Background: an optimization exercise with open tools, aiming at small area. Do not read the settings as production practice.
Function was checked by simulation only, so behaviour that the tests miss may differ from the original.
Power and IR drop assume default switching activity.

==> inputs of 07-24 <==
==> flow/design.v <==
module debouncer(clk, reset_n, key_in, key_pulse);
	input logic clk, reset_n, key_in;
	output logic key_pulse;
	logic [2:0] s;
	always_ff @(posedge clk or negedge reset_n) begin
		if (!reset_n) s <= 3'b000;
		else begin
			s[0] <= ~key_in & ~s[2];
			s[1] <= ~key_in & (s[1] | s[0]);
			s[2] <= ~key_in & s[1];
		end
	end
	assign key_pulse = s[2] & s[0];
endmodule
module priority_encoder (
    input  logic [9:0] sw,
    output logic [3:0] hex_val,
    output logic valid
);
    always_comb begin
        valid = 1'b1;
        hex_val = 4'd0;
        if      (sw[9]) hex_val = 4'd9;
        else if (sw[8]) hex_val = 4'd8;
        else if (sw[7]) hex_val = 4'd7;
        else if (sw[6]) hex_val = 4'd6;
        else if (sw[5]) hex_val = 4'd5;
        else if (sw[4]) hex_val = 4'd4;
        else if (sw[3]) hex_val = 4'd3;
        else if (sw[2]) hex_val = 4'd2;
        else if (sw[1]) hex_val = 4'd1;
        else if (sw[0]) hex_val = 4'd0;
        else valid = 1'b0;
    end
endmodule
module lfsr_generator (
    input  logic        clk,
    input  logic        reset_n,
    output logic [3:0]  rand_digit
);
    logic [15:0] lfsr_reg;
    always_ff @(posedge clk or negedge reset_n) begin
        if (!reset_n) lfsr_reg <= 16'hACE1;
        else lfsr_reg <= {lfsr_reg[0] ^ lfsr_reg[2] ^ lfsr_reg[3] ^ lfsr_reg[5], lfsr_reg[15:1]};
    end
    assign rand_digit = lfsr_reg[3:0] % 10;
endmodule
module hex_decoder (
    input  logic [3:0] hex_in,
    output logic [6:0] hex_out
);
    always_comb begin
        case (hex_in)
            4'h0: hex_out = 7'b1000000;  
            4'h1: hex_out = 7'b1111001;  
            4'h2: hex_out = 7'b0100100;  
            4'h3: hex_out = 7'b0110000;  
            4'h4: hex_out = 7'b0011001;  
            4'h5: hex_out = 7'b0010010;  
            4'h6: hex_out = 7'b0000010;  
            4'h7: hex_out = 7'b1111000;  
            4'h8: hex_out = 7'b0000000;  
            4'h9: hex_out = 7'b0010000;  
            4'hA: hex_out = 7'b0001000;  
            4'hB: hex_out = 7'b0000011;  
            4'hC: hex_out = 7'b1110111;  
            4'hD: hex_out = 7'b1000111;  
            4'hE: hex_out = 7'b0000110;  
            default: hex_out = 7'b1111111;  
        endcase
    end
endmodule
module game_core (
    input  logic             clk,
    input  logic             reset_n,
    input  logic             p0_pulse,
    input  logic             p1_pulse,
    input  logic [3:0]       sw_val,
    input  logic             sw_valid,
    input  logic [3:0]       lfsr_val,
    output logic [1:0]       phase,
    output logic [1:0]       pos,
    output logic [2:0]       chances,
    output logic [3:0][3:0]  guess,
    output logic [3:0]       bull,
    output logic [3:0]       cow,
    output logic [3:0]       wdat
);
    localparam [1:0] P_IDLE = 2'd0, P_SET = 2'd1, P_GUESS = 2'd2, P_SHOW = 2'd3;
    logic [3:0][3:0] target;
    logic [3:0] candidate;
    logic [3:0] match, gmatch, later;
    logic set_ph, gs_ph, dup, accept, back, win;
    assign candidate = sw_valid ? sw_val : lfsr_val;
    assign wdat      = sw_valid ? sw_val : 4'hC;
    assign set_ph    = (phase == P_SET);
    assign gs_ph     = (phase == P_GUESS);
    always_comb begin
        for (int j = 0; j < 4; j++) begin
            match[j]  = (candidate == target[j]);
            gmatch[j] = (candidate == guess[j]);
            later[j]  = (j > pos);
        end
    end
    assign dup    = |((set_ph ? match : gmatch) & later);
    assign accept = p0_pulse & (set_ph | (gs_ph & sw_valid)) & ~dup;
    assign back   = p1_pulse & (set_ph | gs_ph) & ~accept & (pos != 2'd3);
    assign win    = bull[3] & bull[2] & bull[1] & match[0];
    always_ff @(posedge clk or negedge reset_n) begin
        if (!reset_n) begin
            phase   <= P_IDLE;
            pos     <= 2'd3;
            chances <= 3'd5;
        end else begin
            if (accept) pos <= pos - 2'd1;
            else if (back) pos <= pos + 2'd1;
            case (phase)
                P_IDLE:  if (p0_pulse) phase <= P_SET;
                P_SET:   if (accept && pos == 2'd0) phase <= P_GUESS;
                P_GUESS: if (accept && pos == 2'd0) begin
                    phase <= P_SHOW;
                    chances <= win ? 3'd7 : chances - 3'd1;
                end
                P_SHOW:  if (p0_pulse && chances != 3'd0 && chances != 3'd7) phase <= P_GUESS;
            endcase
        end
    end
    always_ff @(posedge clk) begin
        for (int k = 0; k < 4; k++) begin
            if (accept && pos == k) begin
                guess[k] <= wdat;
                bull[k]  <= match[k];
                cow[k]   <= |match;
                if (set_ph) target[k] <= candidate;
            end
        end
    end
endmodule
module display_ctrl (
    input  logic [1:0]      phase,
    input  logic [1:0]      pos,
    input  logic [2:0]      chances,
    input  logic            blink_on,
    input  logic [3:0][3:0] guess,
    input  logic [3:0]      bull,
    input  logic [3:0]      cow,
    input  logic [3:0]      wdat,
    output logic [6:0]      HEX5, HEX4, HEX3, HEX2,
    output logic [9:0]      LEDR
);
    localparam [1:0] P_IDLE = 2'd0, P_SET = 2'd1, P_GUESS = 2'd2, P_SHOW = 2'd3;
    localparam [3:0] C_L = 4'hD, C_O = 4'h0, C_S = 4'h5, C_E = 4'hE, C_A = 4'hA,
                     C_b = 4'hB, C_U = 4'hC, C_BLK = 4'hF;
    logic [3:0][3:0] char_val;
    logic lose, won, result;
    assign lose   = (phase == P_SHOW) && chances == 3'd0;
    assign won    = (phase == P_SHOW) && chances == 3'd7;
    assign result = (phase == P_SHOW) && !lose && !won;
    always_comb begin
        LEDR = 10'd0;
        if (phase == P_IDLE || lose || won) begin
            LEDR = {10{blink_on}};
        end else if (phase == P_GUESS) begin
            for (int i = 0; i < 5; i++)
                LEDR[i] = (chances > i + 1) || (chances == i + 1 && blink_on);
        end else if (result) begin
            for (int i = 0; i < 5; i++) LEDR[i] = (chances > i);
            for (int k = 0; k < 4; k++) LEDR[6 + k] = bull[k] | (cow[k] & blink_on);
        end
        case (phase)
            P_IDLE: char_val = {4'd1, C_A, 4'd2, C_b};
            P_SHOW: begin
                if (lose)     char_val = {C_L, C_O, C_S, C_E};
                else if (won) char_val = {4'd4, C_A, 4'd0, C_b};
                else          char_val = guess;
            end
            default: begin
                for (int k = 0; k < 4; k++) begin
                    if (k > pos)       char_val[k] = guess[k];
                    else if (k == pos) char_val[k] = blink_on ? wdat : C_BLK;
                    else               char_val[k] = C_U;
                end
            end
        endcase
    end
    hex_decoder h5(char_val[3], HEX5);
    hex_decoder h4(char_val[2], HEX4);
    hex_decoder h3(char_val[1], HEX3);
    hex_decoder h2(char_val[0], HEX2);
endmodule
module DE1_SoC (
    input  logic       CLOCK_50,
    input  logic [3:0] KEY,
    input  logic [9:0] SW,
    output logic [6:0] HEX5, HEX4, HEX3, HEX2, HEX1, HEX0,
    output logic [9:0] LEDR
);
    assign HEX1 = 7'b1111111;
    assign HEX0 = 7'b1111111;
    logic reset_n;
    logic p0_pulse, p1_pulse;
    logic [3:0] sw_val;
    logic sw_valid;
    logic [3:0] lfsr_val;
    logic blink_on;
    logic [1:0] phase, pos;
    logic [2:0] chances;
    logic [3:0][3:0] guess;
    logic [3:0] bull, cow, wdat;
    assign reset_n = KEY[3];
    debouncer db0 (CLOCK_50, reset_n, KEY[0], p0_pulse);
    debouncer db1 (CLOCK_50, reset_n, KEY[1], p1_pulse);
    priority_encoder enc0 (SW, sw_val, sw_valid);
    lfsr_generator lfsr0 (CLOCK_50, reset_n, lfsr_val);
    logic [14:0] cnt_blink;
    logic wrap;
    assign wrap = (cnt_blink == 15'h2DD5);
    always_ff @(posedge CLOCK_50 or negedge reset_n) begin
        if (!reset_n) begin
            cnt_blink <= 15'h16EA;
            blink_on  <= 1'b0;
        end else begin
            cnt_blink <= {cnt_blink[0] ^ cnt_blink[1] ^ wrap, cnt_blink[14:1]};
            if (wrap) blink_on <= ~blink_on;
        end
    end
    game_core core_inst (
        .clk(CLOCK_50), .reset_n(reset_n),
        .p0_pulse(p0_pulse), .p1_pulse(p1_pulse),
        .sw_val(sw_val), .sw_valid(sw_valid), .lfsr_val(lfsr_val),
        .phase(phase), .pos(pos), .chances(chances),
        .guess(guess), .bull(bull), .cow(cow), .wdat(wdat)
    );
    display_ctrl disp_inst (
        .phase(phase), .pos(pos), .chances(chances), .blink_on(blink_on),
        .guess(guess), .bull(bull), .cow(cow), .wdat(wdat),
        .HEX5(HEX5), .HEX4(HEX4), .HEX3(HEX3), .HEX2(HEX2),
        .LEDR(LEDR)
    );
endmodule
==> flow/flow/run.sh <==
#!/bin/bash
# Own layout flow: the standard ORFS flow (standard.sh) with these changes:
#  - synthesis without half/full-adder cell extraction and with ABC's area script
#    (registers are mapped exactly as in the standard synthesis);
#  - input/output port buffers use the smallest buffer cell (buf_1);
#  - the clock tree uses small clock buffers.
set -uo pipefail
bash standard.sh ADDER_MAP_FILE= ABC_AREA=1 synth > synth.log 2>&1 || exit 1
bash standard.sh \
  "BUFFER_PORTS_ARGS=-buffer_cell sky130_fd_sc_hd__buf_1" \
  "CTS_BUF_LIST=sky130_fd_sc_hd__clkbuf_2 sky130_fd_sc_hd__clkbuf_4 sky130_fd_sc_hd__clkbuf_8" \
  finish > layout.log 2>&1
==> flow/standard.sh <==
#!/bin/bash
# synth_recipe.tcl (not shown) runs the flow's synth.tcl, then flattens the netlist and writes it again
# the make line also repeats each setting of config.mk as NAME=value (left out here)
make -C /OpenROAD-flow-scripts/flow DESIGN_CONFIG=/design/flow/config.mk WORK_HOME=/design/flow/orfs CLKGATE_MAP_FILE= SYNTH_SCRIPT=/design/flow/synth_recipe.tcl "${@:-finish}"
==> flow/config.mk <==
export PLATFORM = sky130hd
export DESIGN_NAME = DE1_SoC
export DESIGN_NICKNAME = DE1_SoC
export VERILOG_FILES = /design/flow/design.v
export SDC_FILE = /design/flow/constraint.sdc
export NUM_CORES = 4
export LEC_CHECK = 0
export CAP_MARGIN = 20
export CORE_MARGIN = 2
export CORE_UTILIZATION = 40
export SLEW_MARGIN = 20
==> flow/constraint.sdc <==
create_clock -name core_clock -period 10.0 [get_ports {CLOCK_50}]
set_input_delay 2.0000 -clock core_clock [delete_from_list [all_inputs] [get_ports {CLOCK_50}]]
set_output_delay 2.0000 -clock core_clock [all_outputs]
set_load 0.01 [all_outputs]
==> inputs of 12-03, as changes to 07-24 <==
==> flow/run.sh (new file) <==
#!/bin/bash
# synth_recipe.tcl (not shown) runs the flow's synth.tcl, then flattens the netlist and writes it again
# the make line also repeats each setting of config.mk as NAME=value (left out here)
make -C /OpenROAD-flow-scripts/flow DESIGN_CONFIG=/design/flow/config.mk WORK_HOME=/design/flow/orfs CLKGATE_MAP_FILE= SYNTH_SCRIPT=/design/flow/synth_recipe.tcl finish
--- a/flow/config.mk
+++ b/flow/config.mk
@@ -9,3 +9,4 @@
 export CORE_MARGIN = 2
 export CORE_UTILIZATION = 40
+export CTS_BUF_LIST = sky130_fd_sc_hd__clkbuf_2 sky130_fd_sc_hd__clkbuf_4 sky130_fd_sc_hd__clkbuf_8
 export SLEW_MARGIN = 20
removed: flow/flow/run.sh
removed: flow/standard.sh
==> notes <==
Fmax: 12-03 is smaller than 07-24 (about 23%).
Of 12-03 and 07-24, 12-03 has the higher final area (gap 17%, measured against 07-24).
Hold slack: 12-03 is lower than 07-24 (0.0076 ns).
In non-clock buffer count, 12-03 and 07-24 do not differ.
Clock skew: 12-03 is lower than 07-24 (0.0040 ns).
Of 07-24 and 12-03, 07-24 has the higher sequential power (gap about 5%, measured against 12-03).
Register-to-register slack: 07-24 is better than 12-03 (0.64 ns).
==> figures <==
metric	12-03	07-24
Run status	timing/DRC/antenna clean	timing/DRC/antenna clean
Number of distinct library cells after synthesis	74	46
Comb group	1.04 mW	0.791 mW
Sum of net half-perimeters after detailed placement	9.77 mm	8.67 mm
Number of non-filler instances in the completed layout	789	812
Share of the final layout cell area in sequential cells	0.371	0.435
Post-Place Cells	773	796
Total routing usage reported by global routing	0.180	0.183
Final nets	659	675
Slowest cell on the critical path	sky130_fd_sc_hd__or4_4	sky130_fd_sc_hd__o21ai_1
Leak pwr	2.51 nW	2.50 nW
Met2 demand-to-capacity share in global routing	0.302	0.296
Area growth from synthesis to layout	14.8%	9.97%
Wire length per cell after detailed routing	16.3 um	14.2 um
DP Area	6130 um2	5220 um2
Vias per Instance	5.56	5.17

port drivers added, routing unchanged:
The results above use ideal ports. As a check the final layouts listed here were re-extracted and re-timed, cells and wires unchanged.
Step 1 assumes that a clkbuf_16 drives the clock port and a buf_2 every other input.
Step 2 adds t to the input delays and takes it off the output delays; t is the mean of the earliest and latest rising clock arrival at the registers after step 1. Input paths then give back, and output paths get back, about the clock's delay inside the block.
Three values: ideal ports, drivers, drivers and shift; two values: the first two.
run	t (ns)	slack for setup (ns)	hold slack, ns	clock arrival spread, ns	cell pins on the clock port's net
07-24	0.389	3.823 / 3.803 / 3.803	0.360 / 0.360 / 0.360	0.014 / 0.015	1
12-03	0.362	1.998 / 1.976 / 1.976	0.353 / 0.353 / 0.353	0.011 / 0.011	1
After both steps setup and hold are still met in every run listed. For 12-03, which loses most, drivers alone change the setup slack by -0.022 ns; drivers and shift together by -0.022 ns.
